Background: an optimization exercise with open tools, aiming at small area and a short achievable clock period. Do not read the settings as production practice. RTL that was checked went through simulation tests only; none was proved equivalent to the original. The flow treats the clock pin as an ideal source. Dropping or thinning the clock tree relies on that and would not hold on a real chip. Power is estimated from default activity; no workload was simulated.

==> inputs of v4 <==
==> flow/design.v <==
module FIFO(
	input [7:0] DATA_IN,
	input READ, WRITE, CLEAR_N, RESET_N, CLOCK,
	output reg [7:0] DATA_OUT,
	output reg [4:0] USE_DW,
	output reg F_FULL_N, F_EMPTY_N
);
reg [255:0] sr;       
reg [7:0]   rd;       
reg [3:0]   lo;       
reg [7:0]   hi;       
wire rst = ~(RESET_N & CLEAR_N);
wire shift = WRITE & (READ | F_FULL_N);
always @(posedge CLOCK)
	if (shift)
		sr <= {sr[247:0], DATA_IN};
reg [7:0] oldest;
integer s;
always @* begin
	oldest = 8'd0;
	for (s = 0; s < 32; s = s + 1)
		oldest = oldest | ({8{lo[s%4] & hi[s/4]}} & sr[8*((s+31)%32) +: 8]);
end
always @(posedge CLOCK)
	rd <= oldest;
always @(posedge CLOCK)
	if (~F_EMPTY_N & WRITE & READ)
		DATA_OUT <= DATA_IN;
	else
		DATA_OUT <= rd;
wire inc = WRITE & ~READ & F_FULL_N;
wire dec = READ & ~WRITE & F_EMPTY_N;
reg [4:0] cnt_n;
reg       full_n_n, empty_n_n;
always @* begin
	cnt_n     = USE_DW;
	full_n_n  = F_FULL_N;
	empty_n_n = F_EMPTY_N;
	if (rst) begin
		cnt_n     = 5'd0;
		full_n_n  = 1'b1;
		empty_n_n = 1'b0;
	end else if (inc) begin
		cnt_n     = USE_DW + 5'd1;
		full_n_n  = ~(USE_DW == 5'd31);
		empty_n_n = 1'b1;
	end else if (dec) begin
		cnt_n     = USE_DW - 5'd1;
		full_n_n  = 1'b1;
		empty_n_n = ~(USE_DW == 5'd1 && F_FULL_N);
	end
end
always @(posedge CLOCK) begin
	USE_DW    <= cnt_n;
	F_FULL_N  <= full_n_n;
	F_EMPTY_N <= empty_n_n;
end
always @(posedge CLOCK)
	if (rst) begin
		lo <= 4'b0001;
		hi <= 8'b00000001;
	end else if (inc) begin
		lo <= {lo[2:0], lo[3]};
		if (lo[3])
			hi <= {hi[6:0], hi[7]};
	end else if (dec) begin
		lo <= {lo[0], lo[3:1]};
		if (lo[0])
			hi <= {hi[0], hi[7:1]};
	end
endmodule
==> flow/run.sh <==
#!/bin/bash
# synth_recipe.tcl (not shown) runs the flow's synth.tcl, then flattens the netlist and writes it again
# the make line also repeats each setting of config.mk as NAME=value (left out here)
make -C /OpenROAD-flow-scripts/flow DESIGN_CONFIG=/design/flow/config.mk WORK_HOME=/design/flow/orfs CLKGATE_MAP_FILE= SYNTH_SCRIPT=/design/flow/synth_recipe.tcl finish
==> flow/config.mk <==
export PLATFORM = sky130hd
export DESIGN_NAME = FIFO
export DESIGN_NICKNAME = FIFO
export VERILOG_FILES = /design/flow/design.v
export SDC_FILE = /design/flow/constraint.sdc
export NUM_CORES = 4
export LEC_CHECK = 0
export ABC_CLOCK_PERIOD_IN_PS = 1000
export CAP_MARGIN = 20
export CORE_MARGIN = 2
export CORE_UTILIZATION = 70
export CTS_BUF_LIST = sky130_fd_sc_hd__clkbuf_8
export CTS_CLUSTER_DIAMETER = 60
export CTS_CLUSTER_SIZE = 18
export SETUP_SLACK_MARGIN = 1.0
export SLEW_MARGIN = 20
==> flow/constraint.sdc <==
create_clock -name core_clock -period 2.5 [get_ports {CLOCK}]
set_input_delay 0.5000 -clock core_clock [delete_from_list [all_inputs] [get_ports {CLOCK}]]
set_output_delay 0.5000 -clock core_clock [all_outputs]
set_load 0.01 [all_outputs]
==> v5 (differences from v4) <==
--- a/flow/design.v
+++ b/flow/design.v
@@ -55,17 +55,6 @@
 	F_FULL_N  <= full_n_n;
 	F_EMPTY_N <= empty_n_n;
+	lo        <= 4'd1 << cnt_n[1:0];
+	hi        <= 8'd1 << cnt_n[4:2];
 end
-always @(posedge CLOCK)
-	if (rst) begin
-		lo <= 4'b0001;
-		hi <= 8'b00000001;
-	end else if (inc) begin
-		lo <= {lo[2:0], lo[3]};
-		if (lo[3])
-			hi <= {hi[6:0], hi[7]};
-	end else if (dec) begin
-		lo <= {lo[0], lo[3:1]};
-		if (lo[0])
-			hi <= {hi[0], hi[7:1]};
-	end
 endmodule
ABC_CLOCK_PERIOD_IN_PS = not set   (was 1000)
CORE_UTILIZATION = 40   (was 70)
CTS_BUF_LIST = not set   (was sky130_fd_sc_hd__clkbuf_8)
CTS_CLUSTER_DIAMETER = not set   (was 60)
CTS_CLUSTER_SIZE = not set   (was 18)
SETUP_SLACK_MARGIN = not set   (was 1.0)
==> qor summary <==
metric	v4	v5
Run status	no timing/DRC/antenna violations	no timing/DRC/antenna violations
Number of cells on the worst reg-to-reg path	4	6
Stages on worst setup path	4	1
Number of buffers inserted to repair setup after CTS	26	0
Clock Power	0.00230 W	0.00489 W
Normalized max-slew margin	0.684	0.271
Crit path arrival time	2.04 ns	1.62 ns
Tapcell Cnt	188	335
Final critical-path setup slack	0.863 ns	0.383 ns
Layout filler cell count	774	2154
Mapped Avg Cell Area	16.8 um2	17.4 um2
Destination of the critical timing path	rd[5]	USE_DW[2]
Inverter count of the layout excluding clock inverters	6	8
Highest fanout seen on the critical path	2	7
Clock tree cell share of total cell area	0.0295	0.0874
Mapped cell area	0.0108 mm2	0.0106 mm2
Clock slew at the register clock pins of the worst setup and hold paths	0.11 ns	0.06 ns
Number of non-clock buffers in the layout	103	51
Seq power	0.00574 W	0.00578 W
No run of this note included a check of the RTL's function; only the layout flow was run.

==> job 1427 <==
RTL: the design.v shown in full above, as it stands there.
==> flow/config.mk <==
export PLATFORM = sky130hd
export DESIGN_NAME = FIFO
export DESIGN_NICKNAME = FIFO
export VERILOG_FILES = /design/flow/design.v
export SDC_FILE = /design/flow/constraint.sdc
export NUM_CORES = 4
export LEC_CHECK = 0
export CAP_MARGIN = 20
export CORE_MARGIN = 2
export CORE_UTILIZATION = 60
export CTS_BUF_LIST = sky130_fd_sc_hd__clkbuf_8
export CTS_CLUSTER_DIAMETER = 60
export CTS_CLUSTER_SIZE = 18
export SETUP_SLACK_MARGIN = 1.0
export SLEW_MARGIN = 20
==> flow/constraint.sdc <==
create_clock -name core_clock -period 2.5 [get_ports {CLOCK}]
set_input_delay 0.5000 -clock core_clock [delete_from_list [all_inputs] [get_ports {CLOCK}]]
set_output_delay 0.5000 -clock core_clock [all_outputs]
set_load 0.01 [all_outputs]
run.sh (not shown) runs the stock make flow with config.mk's settings and CLKGATE_MAP_FILE= SYNTH_SCRIPT=/design/flow/synth_recipe.tcl, a recipe that flattens the netlist after the stock synthesis.
==> job 7386: changes against job 1427 <==
--- a/flow/design.v
+++ b/flow/design.v
@@ -55,17 +55,6 @@
 	F_FULL_N  <= full_n_n;
 	F_EMPTY_N <= empty_n_n;
+	lo        <= 4'd1 << cnt_n[1:0];
+	hi        <= 8'd1 << cnt_n[4:2];
 end
-always @(posedge CLOCK)
-	if (rst) begin
-		lo <= 4'b0001;
-		hi <= 8'b00000001;
-	end else if (inc) begin
-		lo <= {lo[2:0], lo[3]};
-		if (lo[3])
-			hi <= {hi[6:0], hi[7]};
-	end else if (dec) begin
-		lo <= {lo[0], lo[3:1]};
-		if (lo[0])
-			hi <= {hi[0], hi[7:1]};
-	end
 endmodule
- CORE_UTILIZATION: 60 -> 40
- SETUP_SLACK_MARGIN: 1.0 -> default
==> run_results.csv <==
group,metric,value,unit
placement,dp.cells,880,
power_and_ir_drop,p_comb_share,5.0,%
floorplanning,die_x,138.0,µm
critical_path,r2r_start,"sr[86]",
floorplanning,placementRows,48,
cells_and_area,nets,730,
timing,worst_pin_slew,456.4,ps
run_status,status,"no timing/DRC/antenna violations",
cells_and_area,multiInputGateArea,2297,µm²
cells_and_area,n_all_buffers,94,
That was job 1427.
==> run_results.csv <==
group,metric,value,unit
run_status,status,"no timing/DRC/antenna violations",
floorplanning,placementRows,59,
floorplanning,die_x,166.5,µm
timing,worst_pin_slew,1103,ps
cells_and_area,n_all_buffers,51,
placement,dp.cells,956,
cells_and_area,nets,661,
That was job 7386.
No run of this note included a check of the RTL's function; only the layout flow was run.

==> job 4199: inputs <==
RTL: the design.v shown in full above, as it stands there.
clock: 2.5 ns
lec_check: 0
cap_margin: 20
core_margin: 2
core_utilization: 40
cts_buf_list: sky130_fd_sc_hd__clkbuf_8
cts_cluster_diameter: 60
cts_cluster_size: 18
setup_slack_margin: 1.0
slew_margin: 20
==> job 496: changes against job 4199 <==
==> flow/design.v, changed modules only <==
module FIFO(
	input [7:0] DATA_IN,
	input READ, WRITE, CLEAR_N, RESET_N, CLOCK,
	output reg [7:0] DATA_OUT,
	output reg [4:0] USE_DW,
	output reg F_FULL_N, F_EMPTY_N
);
reg [255:0] sr;       
reg [7:0]   rd;       
wire rst = ~(RESET_N & CLEAR_N);
wire shift = WRITE & (READ | F_FULL_N);
always @(posedge CLOCK)
	if (shift)
		sr <= {sr[247:0], DATA_IN};
wire [7:0] oldest [0:31];
genvar s;
generate
	for (s = 0; s < 32; s = s + 1) begin : g_rot
		assign oldest[s] = sr[8*((s+31)%32) +: 8];
	end
endgenerate
always @(posedge CLOCK)
	rd <= oldest[USE_DW];
always @(posedge CLOCK)
	if (~F_EMPTY_N & WRITE & READ)
		DATA_OUT <= DATA_IN;
	else
		DATA_OUT <= rd;
wire inc = WRITE & ~READ & F_FULL_N;
wire dec = READ & ~WRITE & F_EMPTY_N;
always @(posedge CLOCK)
	if (rst) begin
		USE_DW    <= 5'd0;
		F_FULL_N  <= 1'b1;
		F_EMPTY_N <= 1'b0;
	end else if (inc) begin
		USE_DW    <= USE_DW + 5'd1;
		F_FULL_N  <= ~(USE_DW == 5'd31);
		F_EMPTY_N <= 1'b1;
	end else if (dec) begin
		USE_DW    <= USE_DW - 5'd1;
		F_FULL_N  <= 1'b1;
		F_EMPTY_N <= ~(USE_DW == 5'd1 && F_FULL_N);
	end
endmodule
--- a/flow/config.mk
+++ b/flow/config.mk
@@ -10,6 +10,2 @@
 export CORE_UTILIZATION = 40
-export CTS_BUF_LIST = sky130_fd_sc_hd__clkbuf_8
-export CTS_CLUSTER_DIAMETER = 60
-export CTS_CLUSTER_SIZE = 18
-export SETUP_SLACK_MARGIN = 1.0
 export SLEW_MARGIN = 20
==> results.txt <==
Worst Path Required: 2910 ps
fillcell total: 2293
Top Family by Delay on Critical Path: compound AO/OA/AOI/OAI gates
first-pass GRT wire length: 38400 microns
dpl cell area: 11600 sq um
Syn Std Cell Area: 10800 sq um
Layout Skew: 25.9 ps
WL met2: 11700 microns
status: complete, no violations
CP bufs+invs: 0
(the above is from job 4199)
==> results.txt <==
Layout Skew: 17.7 ps
DR vias/cell: 6.12
seq_cells: 279
first-pass GRT wire length: 43100 microns
CP bufs+invs: 2
Syn Std Cell Area: 11000 sq um
status: complete, no violations
fillcell total: 2257
Top Family by Delay on Critical Path: buffers and inverters
WL met2: 12800 microns
(the above is from job 496)
The RTL of job 4199 was laid out without a check of its function.

==> 04-09 <==
// FIFO: RTL as listed in full above, without the edits since
Settings: LEC_CHECK=0, ABC_CLOCK_PERIOD_IN_PS=1000, CAP_MARGIN=20, CORE_MARGIN=2, CORE_UTILIZATION=40, CTS_BUF_LIST=sky130_fd_sc_hd__clkbuf_8, CTS_CLUSTER_DIAMETER=60, CTS_CLUSTER_SIZE=18, SETUP_SLACK_MARGIN=1.0, SLEW_MARGIN=20; clock period 2.5 ns.
==> inputs of 04-11, as changes to 04-09 <==
--- a/flow/design.v
+++ b/flow/design.v
@@ -6,7 +6,8 @@
 	output reg F_FULL_N, F_EMPTY_N
 );
 reg [255:0] sr;       
-reg [7:0]   rd;       
+reg [31:0]  rd;       
+reg [3:0]   rdq;      
 reg [3:0]   lo;       
 reg [7:0]   hi;       
 wire rst = ~(RESET_N & CLEAR_N);
@@ -14,20 +15,29 @@
 always @(posedge CLOCK)
 	if (shift)
 		sr <= {sr[247:0], DATA_IN};
-reg [7:0] oldest;
-integer s;
+reg [31:0] oldest;
+integer s, q;
 always @* begin
-	oldest = 8'd0;
+	oldest = 32'd0;
 	for (s = 0; s < 32; s = s + 1)
-		oldest = oldest | ({8{lo[s%4] & hi[s/4]}} & sr[8*((s+31)%32) +: 8]);
+		oldest[8*(s/8) +: 8] = oldest[8*(s/8) +: 8] | ({8{lo[s%4] & hi[s/4]}} & sr[8*((s+31)%32) +: 8]);
 end
-always @(posedge CLOCK)
+always @(posedge CLOCK) begin
 	rd <= oldest;
+	for (q = 0; q < 4; q = q + 1)
+		rdq[q] <= hi[2*q] | hi[2*q+1];
+end
+reg [7:0] rdsel;
+always @* begin
+	rdsel = 8'd0;
+	for (q = 0; q < 4; q = q + 1)
+		rdsel = rdsel | ({8{rdq[q]}} & rd[8*q +: 8]);
+end
 always @(posedge CLOCK)
 	if (~F_EMPTY_N & WRITE & READ)
 		DATA_OUT <= DATA_IN;
 	else
-		DATA_OUT <= rd;
+		DATA_OUT <= rdsel;
 wire inc = WRITE & ~READ & F_FULL_N;
 wire dec = READ & ~WRITE & F_EMPTY_N;
 reg [4:0] cnt_n;
==> flow/flow/run.sh (new file) <==
#!/bin/bash
# Standard ORFS layout, except that the clock tree is built by manual_cts.tcl:
# a two-level inverter tree (one root inverter, one leaf inverter per cluster
# of flip-flops) in place of TritonCTS's buffer tree.
set -euo pipefail
here=$(cd "$(dirname "$0")" && pwd)
export PRE_CTS_TCL="$here/manual_cts.tcl"
export PRE_RESIZE_TCL="$here/max_fanout.tcl"
export BUFFER_PORTS_ARGS="-buffer_cell sky130_fd_sc_hd__buf_2"
bash standard.sh > standard.log 2>&1
==> flow/flow/manual_cts.tcl (new file) <==
# Sourced by ORFS's cts.tcl (PRE_CTS_TCL hook). Replaces clock_tree_synthesis
# with a two-level inverter tree: the clock port drives a few root inverters,
# which drive one leaf inverter per k-means cluster of flip-flops.

proc mcts_outpin {inst} {
  foreach it [$inst getITerms] {
    if {[$it isOutputSignal]} { return $it }
  }
}

# k-means of points (xs, ys) into K clusters of at most capf * n / K points,
# seeded along x. Returns {assign cx cy cnt}.
proc mcts_kmeans {xs ys K capf} {
  set n [llength $xs]
  set order [lsort -real -indices $xs]
  set cx {}
  set cy {}
  for {set k 0} {$k < $K} {incr k} {
    set i [lindex $order [expr {int(($k + 0.5) * $n / $K)}]]
    lappend cx [lindex $xs $i]
    lappend cy [lindex $ys $i]
  }
  set cap [expr {int(ceil($capf * $n / $K))}]
  for {set iter 0} {$iter < 40} {incr iter} {
    set pairs {}
    for {set i 0} {$i < $n} {incr i} {
      for {set k 0} {$k < $K} {incr k} {
        set d [expr {abs([lindex $xs $i] - [lindex $cx $k]) + abs([lindex $ys $i] - [lindex $cy $k])}]
        lappend pairs [list $d $i $k]
      }
    }
    set pairs [lsort -real -index 0 $pairs]
    set assign [lrepeat $n -1]
    set cnt [lrepeat $K 0]
    foreach p $pairs {
      lassign $p d i k
      if {[lindex $assign $i] >= 0} continue
      if {[lindex $cnt $k] >= $cap} continue
      lset assign $i $k
      lset cnt $k [expr {[lindex $cnt $k] + 1}]
    }
    set sx [lrepeat $K 0.0]
    set sy [lrepeat $K 0.0]
    for {set i 0} {$i < $n} {incr i} {
      set k [lindex $assign $i]
      lset sx $k [expr {[lindex $sx $k] + [lindex $xs $i]}]
      lset sy $k [expr {[lindex $sy $k] + [lindex $ys $i]}]
    }
    for {set k 0} {$k < $K} {incr k} {
      if {[lindex $cnt $k] > 0} {
        lset cx $k [expr {[lindex $sx $k] / [lindex $cnt $k]}]
        lset cy $k [expr {[lindex $sy $k] / [lindex $cnt $k]}]
      }
    }
  }
  return [list $assign $cx $cy $cnt]
}

# The clock port drives R root inverters; each drives a group of leaf
# inverters; each leaf inverter drives one cluster of about S flip-flops.
proc mcts_build {S R root_cell leaf_cell} {
  set block [ord::get_db_block]
  set db [ord::get_db]
  set clk_net [$block findNet CLOCK]
  set sinks {}
  set xs {}
  set ys {}
  foreach it [$clk_net getITerms] {
    set inst [$it getInst]
    set bb [$inst getBBox]
    lappend sinks $it
    lappend xs [expr {([$bb xMin] + [$bb xMax]) / 2.0}]
    lappend ys [expr {([$bb yMin] + [$bb yMax]) / 2.0}]
  }
  set n [llength $sinks]
  set K [expr {max($R, int(round(double($n) / $S)))}]
  lassign [mcts_kmeans $xs $ys $K 1.1] assign cx cy cnt
  puts "manual CTS: $n sinks in $K clusters of $cnt"
  lassign [mcts_kmeans $cx $cy $R 1.0] rassign rx ry rcnt
  puts "manual CTS: $R roots driving $rcnt leaves"
  set rootm [$db findMaster $root_cell]
  set leafm [$db findMaster $leaf_cell]
  set rnets {}
  for {set r 0} {$r < $R} {incr r} {
    set root [odb::dbInst_create $block $rootm clkinv_root_$r]
    $root setLocation [expr {int([lindex $rx $r])}] [expr {int([lindex $ry $r])}]
    $root setPlacementStatus PLACED
    set rnet [odb::dbNet_create $block clknet_root_$r]
    $rnet setSigType CLOCK
    [$root findITerm A] connect $clk_net
    [mcts_outpin $root] connect $rnet
    lappend rnets $rnet
  }
  for {set k 0} {$k < $K} {incr k} {
    set b [odb::dbInst_create $block $leafm clkinv_leaf_$k]
    $b setLocation [expr {int([lindex $cx $k])}] [expr {int([lindex $cy $k])}]
    $b setPlacementStatus PLACED
    set net [odb::dbNet_create $block clknet_leaf_$k]
    $net setSigType CLOCK
    [$b findITerm A] connect [lindex $rnets [lindex $rassign $k]]
    [mcts_outpin $b] connect $net
    for {set i 0} {$i < $n} {incr i} {
      if {[lindex $assign $i] == $k} {
        set it [lindex $sinks $i]
        $it disconnect
        $it connect $net
      }
    }
  }
  global_connect
}

set ::mcts_S 20
set ::mcts_R 3
set ::mcts_root sky130_fd_sc_hd__inv_16
set ::mcts_leaf sky130_fd_sc_hd__clkinv_8

# cts.tcl calls repair_clock_inverters and then clock_tree_synthesis after
# this hook; build the tree in place of the latter.
proc clock_tree_synthesis {args} {
  mcts_build $::mcts_S $::mcts_R $::mcts_root $::mcts_leaf
  set_propagated_clock [all_clocks]
}
==> flow/flow/max_fanout.tcl (new file) <==
# Sourced by ORFS's resize.tcl (PRE_RESIZE_TCL hook) before repair_design:
# a fanout limit makes repair_design build buffer trees for the wide nets
# (the shift enable of the storage, the read selects).
set_max_fanout 20 [current_design]
==> flow/standard.sh (new file) <==
#!/bin/bash
# synth_recipe.tcl (not shown) runs the flow's synth.tcl, then flattens the netlist and writes it again
# the make line also repeats each setting of config.mk as NAME=value (left out here)
make -C /OpenROAD-flow-scripts/flow DESIGN_CONFIG=/design/flow/config.mk WORK_HOME=/design/flow/orfs CLKGATE_MAP_FILE= SYNTH_SCRIPT=/design/flow/synth_recipe.tcl "${@:-finish}"
Settings changed: ABC_CLOCK_PERIOD_IN_PS 1000 to unset, CORE_UTILIZATION 40 to 60.
removed: flow/run.sh
==> inputs of 11-18, as changes to 04-09 <==
==> flow/design.v (replaced) <==
module FIFO(
	input [7:0] DATA_IN,
	input READ, WRITE, CLEAR_N, RESET_N, CLOCK,
	output reg [7:0] DATA_OUT,
	output reg [4:0] USE_DW,
	output reg F_FULL_N, F_EMPTY_N
);
reg [255:0] sr;       
reg [7:0]   rd;       
wire rst = ~(RESET_N & CLEAR_N);
wire shift = WRITE & (READ | F_FULL_N);
always @(posedge CLOCK)
	if (shift)
		sr <= {sr[247:0], DATA_IN};
wire [7:0] oldest [0:31];
genvar s;
generate
	for (s = 0; s < 32; s = s + 1) begin : g_rot
		assign oldest[s] = sr[8*((s+31)%32) +: 8];
	end
endgenerate
always @(posedge CLOCK)
	rd <= oldest[USE_DW];
always @(posedge CLOCK)
	if (~F_EMPTY_N & WRITE & READ)
		DATA_OUT <= DATA_IN;
	else
		DATA_OUT <= rd;
wire inc = WRITE & ~READ & F_FULL_N;
wire dec = READ & ~WRITE & F_EMPTY_N;
always @(posedge CLOCK)
	if (rst) begin
		USE_DW    <= 5'd0;
		F_FULL_N  <= 1'b1;
		F_EMPTY_N <= 1'b0;
	end else if (inc) begin
		USE_DW    <= USE_DW + 5'd1;
		F_FULL_N  <= ~(USE_DW == 5'd31);
		F_EMPTY_N <= 1'b1;
	end else if (dec) begin
		USE_DW    <= USE_DW - 5'd1;
		F_FULL_N  <= 1'b1;
		F_EMPTY_N <= ~(USE_DW == 5'd1 && F_FULL_N);
	end
endmodule
Settings changed: ABC_CLOCK_PERIOD_IN_PS 1000 to unset, CTS_BUF_LIST sky130_fd_sc_hd__clkbuf_8 to unset, CTS_CLUSTER_DIAMETER 60 to unset, CTS_CLUSTER_SIZE 18 to unset, SETUP_SLACK_MARGIN 1.0 to 0.8.
==> results.txt <==
The lowest clock skew belongs to 11-18, the highest to 04-11.
Between 04-11 and 11-18, the lower cell area is in 04-11 (gap about 4.3%, measured against 11-18).
Of 11-18 and 04-11, 04-11 has the higher sequential cell count (gap 40).
Critical path depth: 11-18 > 04-11 > 04-09.
Only the layout flow was run in 04-09 and 04-11; the RTL was not checked for function there. The clock cells of 04-11 come from the design's own scripts or RTL, not from TritonCTS.

## afterwards: timing with drivers on the ports
How much do the figures lean on ideal ports? The routed layouts below were timed once more, with nothing changed but the port constraints.
Step 1 (the two cells are an assumption about what drives the block):
set clk [get_ports {CLOCK}]
set_driving_cell -lib_cell sky130_fd_sc_hd__clkbuf_16 $clk
set_driving_cell -lib_cell sky130_fd_sc_hd__buf_2 [delete_from_list [all_inputs] $clk]
Step 2 also shifts input and output timing later by t, the mid clock arrival at the registers, as if the neighbouring blocks saw the same clock.
Three values: no drivers, after step 1, after step 2; two values: the first two.
run	t (ns)	setup WS [ns]	hold WS [ns]	pins driven straight from the clock port
v4	0.584	0.863 / 0.863 / 0.479	0.442 / 0.442 / 0.442	1
v5	0.591	0.383 / 0.336 / 0.063	0.448 / 0.448 / 0.448	1
job 1427	0.573	0.885 / 0.885 / 0.589	0.453 / 0.453 / 0.453	1
job 7386	0.573	0.388 / 0.345 / 0.102	0.451 / 0.451 / 0.451	1
job 4199	0.588	0.842 / 0.842 / 0.564	0.447 / 0.447 / 0.447	1
job 496	0.593	0.048 / -0.001 / 0.107	0.442 / 0.442 / 0.442	1
04-09	0.588	0.842 / 0.842 / 0.564	0.447 / 0.447 / 0.447	1
04-11	0.293	1.013 / 1.048 / 0.813	0.425 / 0.419 / 0.425	3
11-18	0.599	0.363 / 0.363 / 0.313	0.432 / 0.432 / 0.432	1
After both steps setup and hold are still met in every run listed. The setup slack of v4, which loses most, moves by 0.000 ns with the drivers and by -0.384 ns with both steps.
